Source: an optimization exercise on an open RTL-to-GDS flow (aim: small area, a short achievable clock period and few clock cycles per item). Production flows keep margins and buffers that such runs may drop. No run shown here included a check of the RTL's function; only the layout flow was run.

==> flow/design.v, too long to show whole: its modules and the start of the top module <==
// module fir_1: 2340 lines
module fir_1(
    input clk,
    input reset_p,
    input [15:0]x,
    input act,
    output reg [15:0]y,
    output ready
    );
  // ...
==> flow/run.sh <==
#!/bin/bash
# synth_recipe.tcl (not shown) runs the flow's synth.tcl, then flattens the netlist and writes it again
# the make line also repeats each setting of config.mk as NAME=value (left out here)
make -C /OpenROAD-flow-scripts/flow DESIGN_CONFIG=/design/flow/config.mk WORK_HOME=/design/flow/orfs CLKGATE_MAP_FILE= SYNTH_SCRIPT=/design/flow/synth_recipe.tcl finish
==> flow/config.mk <==
export PLATFORM = sky130hd
export DESIGN_NAME = fir_1
export DESIGN_NICKNAME = fir_1
export VERILOG_FILES = /design/flow/design.v
export SDC_FILE = /design/flow/constraint.sdc
export NUM_CORES = 4
export LEC_CHECK = 0
export ABC_CLOCK_PERIOD_IN_PS = 5000
export CAP_MARGIN = 20
export CORE_MARGIN = 2
export CORE_UTILIZATION = 40
export SLEW_MARGIN = 20
==> flow/constraint.sdc <==
create_clock -name core_clock -period 10.0 [get_ports {clk}]
set_input_delay 2.0000 -clock core_clock [delete_from_list [all_inputs] [get_ports {clk}]]
set_output_delay 2.0000 -clock core_clock [all_outputs]
set_load 0.01 [all_outputs]
==> flow_metrics.py, run 1 <==
metrics = {
    "outcome": {
        "status": "no timing/DRC/antenna violations",
    },
    "routing": {
        "route.detailed.drc": 0,
        "dr_wl_met3_um": 2840,
        "via_count": 14206,
        "met1_length_um": 24600,
    },
    "critical_path": {
        "r2r-start": "h0[1]$_DFFE_PP0P_",
        "critical_path_class": "register to register",
        "endpoint_kind": "register",
        "crit_arrival_ps": 7320,
        "worst_r2r_path_depth": 20,
        "required_ps": 10410,
    },
    "grt": {
        "antenna_found_initial": 0,
        "grtUsageMet2_pct": 32.7,
        "grt_overflow": 0,
        "grt_use_total_pct": 20.1,
    },
    "clocking": {
        "clock_latency_ps": 580,
        "cts_resized": 0,
        "post_cts.repair.setup_buffers": 0,
    },
    "logic_synthesis": {
        "synthAdderAreaFrac_pct": 47.1,
        "synth.avg_cell_area_um2": 11.0,
        "synthTopCellsByCount": "inv_1, fa_1, dfrtp_1, o21ai_0, nand2_1",
        "yosysMostFrequentCell": "inv_1",
    },
    "timing": {
        "timing.fmax_mhz": 145,
        "grt_setup_unrepaired": "no",
        "timing.setup.tns_ps": 0,
        "finalHoldViolations": 0,
        "relSlewSlack_pct": 31.5,
        "worst_pin_slew_ps": 1020,
        "maxSlewViolCount": 0,
    },
    "cells_and_area": {
        "final_cells": 2897,
        "buffer_area_share_pct": 1.70,
        "multi_input_area_mm2": 0.0150,
        "seq_share_pct": 21.5,
    },
    "run": {
        "maxCapViolCount": 0,
    },
    "place": {
        "port_buffers": 34,
    },
}
==> run 2: changes to the inputs <==
--- a/flow/config.mk
+++ b/flow/config.mk
@@ -7,3 +7,2 @@
 export LEC_CHECK = 0
-export ABC_CLOCK_PERIOD_IN_PS = 5000
 export CAP_MARGIN = 20
==> flow_metrics.py, run 2 <==
metrics = {
    "critical_path": {
        "endpoint_kind": "register",
        "cp_common_cell": "fa_1",
        "r2r_end": "rs[20]$_DFFE_PP0P_",
        "critical_path_class": "register to register",
        "crit_family": "adder cells",
        "max_stage_delay_ps": 720,
        "worst-path-buf-inv": 1,
        "crit_arrival_ps": 7320,
        "worst_r2r_path_depth": 20,
        "cpMaxStageDelayCell": "xnor2_1",
        "start_kind": "register",
        "r2r-start": "h0[1]$_DFFE_PP0P_",
        "required_ps": 10410,
        "path_depth": 20,
        "crit_fanout": 6,
        "crit_chain": "ha_1 -> a21o_1 -> a211oi_1 -> o21ai_0 -> a211oi_1 -> nor2_1 -> o21ai_0 -> nand2b_1 -> xnor2_1 -> fa_1 -> fa_1 -> fa_1 -> fa_1 -> inv_1 -> fa_1 -> fa_1 -> ha_1 -> fa_1 -> nand2_1 -> o21ai_0",
        "r2r_slack_ps": 3100,
    },
    "timing": {
        "hold_ws_ps": 480,
        "clock-skew-final_ps": 23.4,
        "finalHoldViolations": 0,
        "period_share_pct": 69.0,
        "worst_pin_slew_ps": 1020,
        "layout_setup_ws_ps": 3100,
        "maxSlewViolCount": 0,
        "setup_violations": 0,
        "timing.fmax_mhz": 145,
        "relSlewSlack_pct": 31.5,
        "timing.setup.tns_ps": 0,
        "grt_setup_unrepaired": "no",
        "post-route-min-period_ps": 6900,
    },
    "logic_synthesis": {
        "synth.avg_cell_area_um2": 11.0,
        "yosys-top-cells-area": "fa_1, dfrtp_1, inv_1, ha_1, mux2_2",
        "yosys_register_bits": 214,
        "synth_top_family_by_area": "adder cells",
        "yosysMostFrequentCell": "inv_1",
        "syn-num-nets": 2680,
        "ys_seq_area_share_pct": 23.6,
        "synthAdderAreaFrac_pct": 47.1,
        "syn-cell-area_mm2": 0.0228,
        "synth_top_area_cell": "fa_1",
        "muxShareOfSynthArea_pct": 5.35,
        "synth_xor_area_share_pct": 2.07,
        "synthArstFlopShare_pct": 100,
        "synthFlopType": "dfrtp_1",
        "synth_cells": 2083,
        "synth_compound_area_share_pct": 6.86,
        "synth_top_cell_area_share_pct": 41.2,
        "synth-simple-area-share_pct": 4.36,
        "synth-edff-count": 0,
        "synthTopCellsByCount": "inv_1, fa_1, dfrtp_1, o21ai_0, nand2_1",
        "yosys_warnings": 1,
        "synth_cell_types": 59,
    },
    "routing": {
        "route.detailed.drc": 0,
        "ant_nets": 0,
        "detail_route.vias_per_cell": 4.90,
        "wl_um": 56900,
        "wl_per_cell_um": 19.6,
        "drt_iter0_drc": 846,
        "drt-pass1-iter-count": 5,
        "via_count": 14206,
    },
    "cells_and_area": {
        "layout_common_cells": "inv_1, fa_1, dfrtp_1, o21ai_0, nand2_1",
        "top_regs": "rs x31, rc x23",
        "final_common_cell": "inv_1",
        "largest_reg_flops": 31,
        "n_antenna_cell": 0,
        "largest-register": "rs",
        "drive_above_1_share_pct": 9.53,
        "syn_to_final_growth_pct": 9.64,
        "finalNetCount": 2716,
    },
    "grt": {
        "grt_pass1_vias": 15367,
        "grt_overflow": 0,
        "grt_max_degree": 179,
        "antenna_found_initial": 0,
        "grt_use_total_pct": 20.1,
        "grt_first_pass_wirelength_um": 89100,
    },
    "place": {
        "dp_slack_ps": 3150,
        "gp_congestion": 0.910,
        "hpwlAfterDp_um": 48100,
        "port_buffers": 34,
    },
    "clocking": {
        "cts-root-buf": "clkbuf_16",
        "clock_latency_ps": 580,
        "htreeDepth": 1,
        "cts_tree": "done",
        "cts_inserted_buffers": 28,
        "cts_sinks": 214,
        "hold_buffers": 0,
        "post_cts.repair.setup_buffers": 0,
        "cts_resized": 0,
        "clockBufferDepth": 3,
        "clk_pin_slew_worst_paths_ps": 70,
    },
    "floorplan": {
        "die_x_um": 243,
        "coreArea_mm2": 0.0564,
        "die_h_um": 243,
        "start_util_pct": 40.5,
        "fp-row-count": 87,
        "die_area_mm2": 0.0590,
        "io_pins": 36,
    },
    "min_path": {
        "hold_end": "y[0]$_DFFE_PP0P_",
        "min_path_type": "register to register",
        "min_path_cells": 1,
        "hp-start": "y[0]$_DFFE_PP0P_",
    },
    "outcome": {
        "status": "no timing/DRC/antenna violations",
    },
    "run": {
        "maxCapViolCount": 0,
    },
}
-- run 2: cell counts in the layout (fill, tap and decap cells not counted) --
Identical to the previous run, type by type.
-- run 2: how the worst max path moves through the flow --
stage / to / slack, ps / startpoint
after CTS: rs[20]$_DFFE_PP0P_ / 3100 / h0[1]$_DFFE_PP0P_
after floorplan: h0[0]$_DFFE_PP0P_ / 2190 / reset_p
final: rs[20]$_DFFE_PP0P_ / 3100 / h0[1]$_DFFE_PP0P_
after global placement: rs[20]$_DFFE_PP0P_ / 3250 / h0[0]$_DFFE_PP0P_
after detailed placement: rs[20]$_DFFE_PP0P_ / 3150 / h0[1]$_DFFE_PP0P_
after global routing: rs[20]$_DFFE_PP0P_ / 2630 / h0[1]$_DFFE_PP0P_
-- run 2: area by class of cell --
type / count / area [um2]
Inverter: 610 / 2300
Fill cell: 5415 / 31300
Timing Repair Buffer: 43 / 425
Clock inverter: 14 / 178
Clock buffer: 38 / 788
Multi-Input combinational cell: 1222 / 15000
Sequential cell: 214 / 5390
Tap cell: 756 / 946
-- run 2: through the flow --
step	instance area (um2)	std cells	utilization [%]
after floorplan	22800	2083	-
after global placement	24100	2845	42.7
after detailed placement	24100	2845	42.7
after CTS	25000	2897	44.4
after global routing	25000	2897	44.4
final	25000	2897	44.4
-- run 2: kinds of logic (layout without fill, tap and decap cells) --
| family | count (synthesis) | after routing |
|---|---|---|
| DFF | 214 | 214 |
| and+or+nand+nor | 222 | 222 |
| AOI/OAI and AO/OA | 258 | 258 |
| xor gates and xnor gates | 54 | 54 |
| muxes | 109 | 109 |
| adders and majority gates | 578 | 578 |
| other | 1 | 1 |
| buffers and inverters | 647 | 705 |
-- run 2: worst register-to-register path, stage by stage, from the launching register on --
cell	delay, ps
dfrtp_1	490
ha_1	330
a21o_1	200
a211oi_1	320
o21ai_0	280
a211oi_1	440
nor2_1	110
o21ai_0	230
nand2b_1	100
xnor2_1	720
fa_1	590
fa_1	450
fa_1	400
fa_1	370
inv_1	80
fa_1	430
fa_1	450
ha_1	200
fa_1	420
nand2_1	70
o21ai_0	80
-- run 2: routing by layer --
metal  global-route usage [%]  vias up  part of all wire [%]
met3                     3.42       91                   5.0
met5                        0        -                     0
met2                     32.7      305                    48
met4                     6.48        0                   3.6
li1                         -     6337                     -
met1                     27.5     7473                    43

==> separate check: timing with driven ports <==
Ports are ideal in the flow. The routed layouts listed here were re-timed in OpenROAD.
Step 1 assumes that a clkbuf_16 drives the clock port and a buf_2 every other input.
Step 2 adds t to the input delays and takes it off the output delays; t is the mean of the earliest and latest rising clock arrival at the registers after step 1. Input paths then give back, and output paths get back, about the clock's delay inside the block.
Slacks: ideal / step 1 / step 2; pairs: ideal / step 1.
| run | t, ns | slack for setup (ns) | worst register clock-pin slew, ns | pins driven straight from the clock port |
|---|---|---|---|---|
| run 1 | 0.628 | 3.098 / 3.098 / 3.098 | 0.07 / 0.07 | 1 |
| run 2 | 0.628 | 3.098 / 3.098 / 3.098 | 0.07 / 0.07 | 1 |
After both steps every run listed still meets setup and hold.
